Source: an optimization exercise on an open RTL-to-GDS flow (aim: small area and a short achievable clock period). Production flows keep margins and buffers that such runs may drop. Only simulation tests tie the RTL to the original design; equivalence was not proved.

## CS
module CS(Y, X, reset, clk);
input clk, reset;
input  [7:0] X;
output [9:0] Y;
reg [11:0] v [0:8];      
reg [11:0] S;            
reg [8:0]  sel;          
reg [80:0] c;            
integer i, j;
wire [7:0]  u8 = v[8][7:0] * 8'd57;
wire [11:0] P  = S - {4'd0, u8};           
wire [11:0] Sn, vx;
wire [8:0]  seln;
wire [8:1]  cn0;
CS_next u_next (
    .X(X), .P(P),
    .v0(v[0]), .v1(v[1]), .v2(v[2]), .v3(v[3]), .v4(v[4]), .v5(v[5]), .v6(v[6]), .v7(v[7]),
    .c(c), .Sn(Sn), .vx(vx), .cn0(cn0), .seln(seln));
always @(posedge clk or posedge reset) begin
    if (reset) begin
        for (i = 0; i < 9; i = i + 1) v[i] <= 12'd0;
        S <= 12'd0;
    end else begin
        v[0] <= vx;
        for (i = 0; i < 8; i = i + 1) v[i+1] <= v[i];
        S <= Sn;
    end
end
always @(posedge clk) begin
    sel <= seln;
    c[8:0] <= {cn0, 1'b0};
    for (i = 1; i < 9; i = i + 1)
        for (j = 0; j < 9; j = j + 1)
            if (j > i) c[i*9+j] <= c[(i-1)*9+j-1];
            else       c[i*9+j] <= 1'b0;
end
reg [11:0] A9;
always @(*) begin
    A9 = 12'd0;
    for (i = 0; i < 9; i = i + 1) A9 = A9 | ({12{sel[i]}} & v[i]);
end
wire [12:0] T = {1'b0, S} + {1'b0, A9};
assign Y = T[12:3];
endmodule
Size in the first run: ~770 cells after synthesis, ~20 I/O pins, roughly 0.0080 mm^2 of cells after synthesis.
==> flow/config.mk <==
export PLATFORM = sky130hd
export DESIGN_NAME = CS
export DESIGN_NICKNAME = CS
export VERILOG_FILES = /design/flow/design.v
export SDC_FILE = /design/flow/constraint.sdc
export NUM_CORES = 4
export LEC_CHECK = 0
export CAP_MARGIN = 20
export CORE_MARGIN = 2
export CORE_UTILIZATION = 40
export SLEW_MARGIN = 20
==> flow/constraint.sdc <==
create_clock -name core_clock -period 20.0 [get_ports {clk}]
set_input_delay 4.0000 -clock core_clock [delete_from_list [all_inputs] [get_ports {clk}]]
set_output_delay 4.0000 -clock core_clock [all_outputs]
set_load 0.01 [all_outputs]
standard.sh (not shown) runs the stock make flow with config.mk's settings and CLKGATE_MAP_FILE= SYNTH_SCRIPT=/design/flow/synth_recipe.tcl, a recipe that flattens the netlist after the stock synthesis.
==> flow/flow/run.sh <==
#!/bin/bash
# The standard flow's own layout (standard.sh), with the synthesis of flow/my_synth.tcl: no
# adder-cell extraction before abc; abc maps the logic that completes the next
# window from X (module CS_next) with flow/abc_fast.script and the rest with
# flow/abc.script; then the design is flattened as in the standard flow's synthesis.
set -euo pipefail
here=$(pwd)
export ABC_SCRIPT_FILE=$here/flow/abc.script
export ABC_FAST_SCRIPT_FILE=$here/flow/abc_fast.script
export FAST_MODULES=CS_next
bash standard.sh SYNTH_SCRIPT=$here/flow/my_synth.tcl SYNTH_KEEP_MODULES=CS_next finish > standard.log 2>&1
==> flow/flow/abc.script <==
strash
ifraig
scorr
dc2
dretime
strash
&get -n
&dch -f
&nf {D}
&put
==> flow/flow/abc_fast.script <==
strash
dc2
&get -n
&dch
&nf
&put
==> flow/flow/my_synth.tcl <==
# The standard flow's synthesis (synth_recipe.tcl) with these changes: no full/half adder cells
# are extracted before abc; abc maps with flow/abc.script; and the modules named
# in FAST_MODULES (kept apart until then by SYNTH_KEEP_MODULES) are mapped by abc
# with flow/abc_fast.script. The design is flattened afterwards as the standard flow's is.
proc synth {args} { yosys synth -nofsm -noshare {*}$args }
proc extract_fa {args} { puts "extract_fa skipped" }
proc abc_with_script {args script} {
  set out {}
  set skip 0
  foreach a $args {
    if {$skip} { set skip 0; continue }
    if {$a eq "-script"} { lappend out -script $script; set skip 1; continue }
    lappend out $a
  }
  return $out
}
proc abc {args} {
  set fast {}
  if {[info exists ::env(FAST_MODULES)]} { set fast $::env(FAST_MODULES) }
  if {$fast ne ""} {
    set fa [abc_with_script $args $::env(ABC_FAST_SCRIPT_FILE)]
    puts "abc (fast): $fa $fast"
    yosys abc {*}$fa {*}$fast
    set na [abc_with_script $args $::env(ABC_SCRIPT_FILE)]
    puts "abc (rest): $na $::env(DESIGN_NAME)"
    yosys abc {*}$na $::env(DESIGN_NAME)
  } else {
    set na [abc_with_script $args $::env(ABC_SCRIPT_FILE)]
    yosys abc {*}$na
  }
}
source $::env(SCRIPTS_DIR)/synth.tcl
# left out here: clear keep_hierarchy, flatten, clean up, hide names made inside functions, write 1_2_yosys.v
Then changed:
--- a/flow/flow/run.sh
+++ b/flow/flow/run.sh
@@ -5,2 +5,3 @@
 # flow/abc.script; then the design is flattened as in the standard flow's synthesis.
+# Ports are buffered with buf_2 cells instead of the delay buffers buffer_ports picks.
 set -euo pipefail
@@ -10,2 +11,2 @@
 export FAST_MODULES=CS_next
-bash standard.sh SYNTH_SCRIPT=$here/flow/my_synth.tcl SYNTH_KEEP_MODULES=CS_next finish > standard.log 2>&1
+bash standard.sh SYNTH_SCRIPT=$here/flow/my_synth.tcl SYNTH_KEEP_MODULES=CS_next "BUFFER_PORTS_ARGS=-buffer_cell sky130_fd_sc_hd__buf_2" finish > standard.log 2>&1
- CTS_BUF_LIST: unset -> sky130_fd_sc_hd__clkbuf_8
- CTS_CLUSTER_DIAMETER: unset -> 100
- CTS_CLUSTER_SIZE: unset -> 20
Outcome: The changed run completed without violations. Global-route usage hardly moves. Utilization went down by 1.3 points. Setup slack is better by 0.62 ns. Count of clock-buffer cells in the layout is unchanged. Design area fell by 2.7%. Hold slack stays flat.
Then changed:
--- a/flow/flow/run.sh
+++ b/flow/flow/run.sh
@@ -5,3 +5,2 @@
 # flow/abc.script; then the design is flattened as in the standard flow's synthesis.
-# Ports are buffered with buf_2 cells instead of the delay buffers buffer_ports picks.
 set -euo pipefail
@@ -11,2 +10,2 @@
 export FAST_MODULES=CS_next
-bash standard.sh SYNTH_SCRIPT=$here/flow/my_synth.tcl SYNTH_KEEP_MODULES=CS_next "BUFFER_PORTS_ARGS=-buffer_cell sky130_fd_sc_hd__buf_2" finish > standard.log 2>&1
+bash standard.sh SYNTH_SCRIPT=$here/flow/my_synth.tcl SYNTH_KEEP_MODULES=CS_next finish > standard.log 2>&1
Sequential share of layout area fell by 0.25 points.
Fmax falls by 6.6%.
Synthesized cell count does not change.
Clock-buffer cell count does not change.
Design area rose by 0.60%.
Register-to-register slack gets better by 0.17 ns.
Then changed:
- CORE_UTILIZATION: 40 -> 70
- PLACE_DENSITY: unset -> 0.8
Final area goes down by 2.1%.
Hold slack is about the same.
Core utilization increases by 32 points.
Synthesized cell count does not change.
Via count is higher by 6.1%.
Cell count falls by 12%.
Fmax fell by 1.6%.
Global-route usage rises by 18 points.


== old ==
The RTL this note starts from:
==> flow/design.v <==
`timescale 1ns/10ps
module CS(Y, X, reset, clk);
input clk, reset;
input  [7:0] X;
output [9:0] Y;
reg [11:0] v [0:8];      
reg [8:0]  vld;          
reg [11:0] S;            
reg [8:0]  sel;          
reg [80:0] c;            
integer i, j;
wire [7:0]  u8 = (v[8][7:0] * 8'd57) & {8{vld[8]}};
wire [11:0] P  = S - {4'd0, u8};           
wire [11:0] Sn, vx;
wire [8:0]  seln;
wire [8:1]  cn0;
CS_next u_next (
    .X(X), .P(P),
    .v0(v[0]), .v1(v[1]), .v2(v[2]), .v3(v[3]), .v4(v[4]), .v5(v[5]), .v6(v[6]), .v7(v[7]),
    .vld({vld[7:0], ~reset}), .c(c), .Sn(Sn), .vx(vx), .cn0(cn0), .seln(seln));
always @(posedge clk or posedge reset) begin
    if (reset) begin
        vld <= 9'd0;
        S   <= 12'd0;
    end else begin
        vld <= {vld[7:0], 1'b1};
        S   <= Sn;
    end
end
always @(posedge clk) begin
    v[0] <= vx;
    for (i = 0; i < 8; i = i + 1) v[i+1] <= v[i];
    sel <= seln;
    c[8:0] <= {cn0, 1'b0};
    for (i = 1; i < 9; i = i + 1)
        for (j = 0; j < 9; j = j + 1)
            if (j > i) c[i*9+j] <= c[(i-1)*9+j-1];
            else       c[i*9+j] <= 1'b0;
end
CS_out u_out (
    .S(S), .sel(sel),
    .v0(v[0]), .v1(v[1]), .v2(v[2]), .v3(v[3]), .v4(v[4]), .v5(v[5]), .v6(v[6]), .v7(v[7]), .v8(v[8]),
    .Y(Y));
endmodule
module CS_next(X, P, v0, v1, v2, v3, v4, v5, v6, v7, vld, c, Sn, vx, cn0, seln);
input  [7:0]  X;
input  [11:0] P;
input  [11:0] v0, v1, v2, v3, v4, v5, v6, v7;
input  [8:0]  vld;       
input  [80:0] c;
output [11:0] Sn, vx;
output [8:1]  cn0;
output reg [8:0] seln;
wire [11:0] v [0:7];
assign v[0] = v0; assign v[1] = v1; assign v[2] = v2; assign v[3] = v3;
assign v[4] = v4; assign v[5] = v5; assign v[6] = v6; assign v[7] = v7;
assign Sn = P + {4'd0, X};
assign vx = {1'b0, X, 3'b000} + {4'd0, X};    
reg [8:0] Fn;    
reg [8:0] cx;    
integer i, j;
assign cn0 = cx[8:1];
always @(*) begin
    Fn[0] = ({1'b0, X} <= P[11:3]) & vld[0];    
    for (i = 1; i < 9; i = i + 1) Fn[i] = (v[i-1] <= Sn) & vld[i];
    cx[0] = 1'b0;
    for (j = 1; j < 9; j = j + 1) cx[j] = (vx[11:3] > v[j-1][11:3]);
    for (i = 0; i < 9; i = i + 1) begin
        seln[i] = Fn[i];
        for (j = 0; j < 9; j = j + 1)
            if (j < i) begin
                if (j == 0) seln[i] = seln[i] & (~Fn[j] | ~cx[i]);
                else        seln[i] = seln[i] & (~Fn[j] | ~c[(j-1)*9+i-1]);
            end else if (j > i) begin
                if (i == 0) seln[i] = seln[i] & (~Fn[j] | cx[j]);
                else        seln[i] = seln[i] & (~Fn[j] | c[(i-1)*9+j-1]);
            end
    end
end
endmodule
module CS_out(S, sel, v0, v1, v2, v3, v4, v5, v6, v7, v8, Y);
input  [11:0] S;
input  [8:0]  sel;
input  [11:0] v0, v1, v2, v3, v4, v5, v6, v7, v8;
output [9:0]  Y;
wire [11:0] A9 = ({12{sel[0]}} & v0) | ({12{sel[1]}} & v1) | ({12{sel[2]}} & v2)
               | ({12{sel[3]}} & v3) | ({12{sel[4]}} & v4) | ({12{sel[5]}} & v5)
               | ({12{sel[6]}} & v6) | ({12{sel[7]}} & v7) | ({12{sel[8]}} & v8);
wire [12:0] T = {1'b0, S} + {1'b0, A9};
assign Y = T[12:3];
endmodule
Settings: LEC_CHECK=0, CAP_MARGIN=20, CORE_MARGIN=2, CORE_UTILIZATION=40, CTS_BUF_LIST=sky130_fd_sc_hd__clkbuf_8, CTS_CLUSTER_DIAMETER=100, CTS_CLUSTER_SIZE=20, SLEW_MARGIN=20, TNS_END_PERCENT=5; clock period 20.0 ns.
==> flow/flow/run.sh <==
#!/bin/bash
# The standard flow's own layout (standard.sh), with the synthesis of flow/my_synth.tcl: no
# adder-cell extraction before abc; abc maps the logic between X and the next
# window (module CS_next) and between the registers and Y (module CS_out) with
# flow/abc_fast.script and the rest with flow/abc.script; then the design is
# flattened as in the standard flow's synthesis.
# Ports are buffered with buf_2 cells instead of the delay buffers buffer_ports picks.
# The resizer's timing repair aims for 13.1 ns of setup slack (a 6.9 ns period).
set -euo pipefail
here=$(pwd)
export ABC_SCRIPT_FILE=$here/flow/abc.script
export ABC_FAST_SCRIPT_FILE=$here/flow/abc_fast.script
export FAST_MODULES="CS_next CS_out"
bash standard.sh SYNTH_SCRIPT=$here/flow/my_synth.tcl "SYNTH_KEEP_MODULES=CS_next CS_out" \
  "BUFFER_PORTS_ARGS=-buffer_cell sky130_fd_sc_hd__buf_2" \
  SETUP_SLACK_MARGIN=13.1 finish > standard.log 2>&1
==> flow/flow/abc_fast.script <==
strash
dc2
&get -n
&dch
&nf
&put
topo
buffer -p
upsize -D 1800
dnsize -D 1800
Scripts as last shown in full above: flow/flow/abc.script, flow/flow/my_synth.tcl
old reached the final stage; the timing, DRC and antenna checks on its layout passed.
--- input diff old..new ---
-- flow/flow/run.sh --
<<< old, line 8
# The resizer's timing repair aims for 13.1 ns of setup slack (a 6.9 ns period).
>>> new, line 8
# The resizer's timing repair aims for 12.8 ns of setup slack (a 7.2 ns period).
<<< old, line 16
  SETUP_SLACK_MARGIN=13.1 finish > standard.log 2>&1
>>> new, line 16
  SETUP_SLACK_MARGIN=12.8 finish > standard.log 2>&1
Notes after the runs:
Compared to old, new has layout filler cell count about 2.2% higher. Between new and old, it is new whose met2 demand-to-capacity share in global routing is lower, by 2.5 points. Compared with old, new shows a lower met1 demand-to-capacity share in global routing. In the metrics for new and old, the one carrying the higher share of cell area taken by flip-flops and latches is new. Of the two candidates, old has the better minimum clock period and new the worse one. From old to new the numbers moved as follows: worst hold-check slack saw a decrease, fmax saw a decrease. Relative max-transition margin: new vs old down 17 points.


## run 1
// CS: RTL as listed in full above, without the edits since
==> flow/config.mk <==
export PLATFORM = sky130hd
export DESIGN_NAME = CS
export DESIGN_NICKNAME = CS
export VERILOG_FILES = /design/flow/design.v
export SDC_FILE = /design/flow/constraint.sdc
export NUM_CORES = 4
export LEC_CHECK = 0
export CAP_MARGIN = 20
export CORE_MARGIN = 2
export CORE_UTILIZATION = 40
export CTS_BUF_LIST = sky130_fd_sc_hd__clkbuf_8
export CTS_CLUSTER_DIAMETER = 100
export CTS_CLUSTER_SIZE = 20
export SLEW_MARGIN = 20
==> flow/constraint.sdc <==
create_clock -name core_clock -period 20.0 [get_ports {clk}]
set_input_delay 4.0000 -clock core_clock [delete_from_list [all_inputs] [get_ports {clk}]]
set_output_delay 4.0000 -clock core_clock [all_outputs]
set_load 0.01 [all_outputs]
==> flow/flow/run.sh <==
#!/bin/bash
# The standard flow's own layout (standard.sh), with the synthesis of flow/my_synth.tcl: no
# adder-cell extraction before abc; abc maps the logic between X and the next
# window (module CS_next) and between the registers and Y (module CS_out) with
# flow/abc_fast.script and the rest with flow/abc.script; then the design is
# flattened as in the standard flow's synthesis.
# Ports are buffered with buf_2 cells instead of the delay buffers buffer_ports picks.
# The resizer's timing repair aims for 12.3 ns of setup slack (a 7.699999999999999 ns period).
set -euo pipefail
here=$(pwd)
export ABC_SCRIPT_FILE=$here/flow/abc.script
export ABC_FAST_SCRIPT_FILE=$here/flow/abc_fast.script
export FAST_MODULES="CS_next CS_out"
bash standard.sh SYNTH_SCRIPT=$here/flow/my_synth.tcl "SYNTH_KEEP_MODULES=CS_next CS_out" \
  "BUFFER_PORTS_ARGS=-buffer_cell sky130_fd_sc_hd__buf_2" \
  SETUP_SLACK_MARGIN=12.3 finish > standard.log 2>&1
Scripts as last shown in full above: flow/flow/abc.script, flow/flow/abc_fast.script, flow/flow/my_synth.tcl
Run 1 | stages: all done | timing, DRC, antenna: all pass
Input-level comparison between run 2 and run 1:
--- a/flow/flow/run.sh
+++ b/flow/flow/run.sh
@@ -7,3 +7,3 @@
 # Ports are buffered with buf_2 cells instead of the delay buffers buffer_ports picks.
-# The resizer's timing repair aims for 12.3 ns of setup slack (a 7.699999999999999 ns period).
+# The resizer's timing repair aims for 12.8 ns of setup slack (a 7.2 ns period).
 set -euo pipefail
@@ -15,2 +15,2 @@
   "BUFFER_PORTS_ARGS=-buffer_cell sky130_fd_sc_hd__buf_2" \
-  SETUP_SLACK_MARGIN=12.3 finish > standard.log 2>&1
+  SETUP_SLACK_MARGIN=12.8 finish > standard.log 2>&1
[summary]
Run 2 went all the way through the flow, and no timing, DRC or antenna check failed.
Diff run 2 and run 1: non-clock buffer count lower in run 1
| routed wire length on met2 | run 2 vs run 1 | 480 um higher |
Taking run 1 as the reference, in run 2 fraction of standard cell area in multi-input logic moved up, final instance count without filler cells moved up, sequential share of layout area moved down, final area moved up.
Relative to run 2, the following input files were edited for run 3:
--- a/flow/flow/run.sh
+++ b/flow/flow/run.sh
@@ -7,3 +7,3 @@
 # Ports are buffered with buf_2 cells instead of the delay buffers buffer_ports picks.
-# The resizer's timing repair aims for 12.8 ns of setup slack (a 7.2 ns period).
+# The resizer's timing repair aims for 13.3 ns of setup slack (a 6.7 ns period).
 set -euo pipefail
@@ -15,2 +15,2 @@
   "BUFFER_PORTS_ARGS=-buffer_cell sky130_fd_sc_hd__buf_2" \
-  SETUP_SLACK_MARGIN=12.8 finish > standard.log 2>&1
+  SETUP_SLACK_MARGIN=13.3 finish > standard.log 2>&1
--- outcome ---
Number of DRC markers in iteration 0 went down by more than 10% going from run 2 to run 3.
Run 3 against run 2: peak per-stage delay on the critical path went down by 0.04 ns; aggregate global-route resource usage went up by 2.5 points; worst setup slack went up by 0.13 ns; post-route standard cell area excluding fillers went up by 1300 sq um; post-layout net count went up by 73.
Compared with run 2, run 3 instantiates a larger number of cells.
## Diff of input files: run 4 against run 3
# run 3
export LEC_CHECK = 0
export CAP_MARGIN = 20
export CORE_MARGIN = 2
export CORE_UTILIZATION = 40
export CTS_BUF_LIST = sky130_fd_sc_hd__clkbuf_8
export CTS_CLUSTER_DIAMETER = 100
export CTS_CLUSTER_SIZE = 20
export SLEW_MARGIN = 20
create_clock -name core_clock -period 20.0 [get_ports {clk}]
# run 4
export LEC_CHECK = 0
export CAP_MARGIN = 20
export CORE_MARGIN = 2
export CORE_UTILIZATION = 40
export CTS_BUF_LIST = sky130_fd_sc_hd__clkbuf_4 sky130_fd_sc_hd__clkbuf_8
export CTS_CLUSTER_DIAMETER = 60
export CTS_CLUSTER_SIZE = 20
export SLEW_MARGIN = 20
create_clock -name core_clock -period 20.0 [get_ports {clk}]
--- a/flow/flow/run.sh
+++ b/flow/flow/run.sh
@@ -7,3 +7,3 @@
 # Ports are buffered with buf_2 cells instead of the delay buffers buffer_ports picks.
-# The resizer's timing repair aims for 13.3 ns of setup slack (a 6.7 ns period).
+# The resizer's timing repair aims for 12.3 ns of setup slack (a 7.7 ns period).
 set -euo pipefail
@@ -15,2 +15,2 @@
   "BUFFER_PORTS_ARGS=-buffer_cell sky130_fd_sc_hd__buf_2" \
-  SETUP_SLACK_MARGIN=13.3 finish > standard.log 2>&1
+  SETUP_SLACK_MARGIN=12.3 finish > standard.log 2>&1
==> run notes <==
Run 4 finished every step from synthesis to the final layout, and the layout passed the timing, DRC and antenna checks. Delta (run 4 minus run 3): critical path depth neither gained nor lost much; routed wire length down about 16%. Run 3 → run 4: total area of multi-input combinational cells shows a reduction of about 19%; length of routed met3 wiring shows a reduction of about 19%; fill cell total of the finished layout shows an increase of 204; share of the clock period used by the worst path shows an increase of 2.0 points. Looking at worst setup slack after placement across run 3 and run 4, the one that comes out lower is run 4.

-- static timing again, ports no longer ideal --
Ports are ideal in the flow. The routed layouts listed here were re-timed in OpenROAD.
Step 1 assumes that a clkbuf_16 drives the clock port and a buf_2 every other input.
Step 2 also shifts input and output timing later by t, the mid clock arrival at the registers, as if the neighbouring blocks saw the same clock.
a / b / c = no drivers / after step 1 / after step 2; a / b = the first two.
run	t, ns	setup slack, ns	slew at the worst register clock pin (ns)	worst slew at a driven data input, ns	cell pins on the clock port's net
the first run of note 1	0.474	11.337 / 11.350 / 10.877	0.07 / 0.07	0.04	1
the second run of note 1	0.517	11.959 / 11.982 / 11.465	0.10 / 0.10	0.04	1
the third run of note 1	0.512	11.390 / 11.401 / 10.889	0.11 / 0.11	0.04	1
the fourth run of note 1	0.503	11.250 / 11.262 / 10.759	0.09 / 0.09	0.03	1
old	0.518	12.688 / 12.669 / 12.186	0.10 / 0.10	0.03	1
new	0.516	12.635 / 12.595 / 12.189	0.10 / 0.10	0.03	1
run 1	0.508	12.453 / 12.414 / 12.041	0.10 / 0.10	0.03	1
run 2	0.510	12.687 / 12.648 / 12.345	0.10 / 0.10	0.03	1
run 3	0.524	12.818 / 12.775 / 12.591	0.10 / 0.10	0.06	1
run 4	0.512	12.416 / 12.378 / 12.063	0.10 / 0.10	0.03	1
After both steps every run listed still meets setup and hold. For old, which loses most, drivers alone change the setup slack by -0.019 ns; drivers and shift together by -0.502 ns.
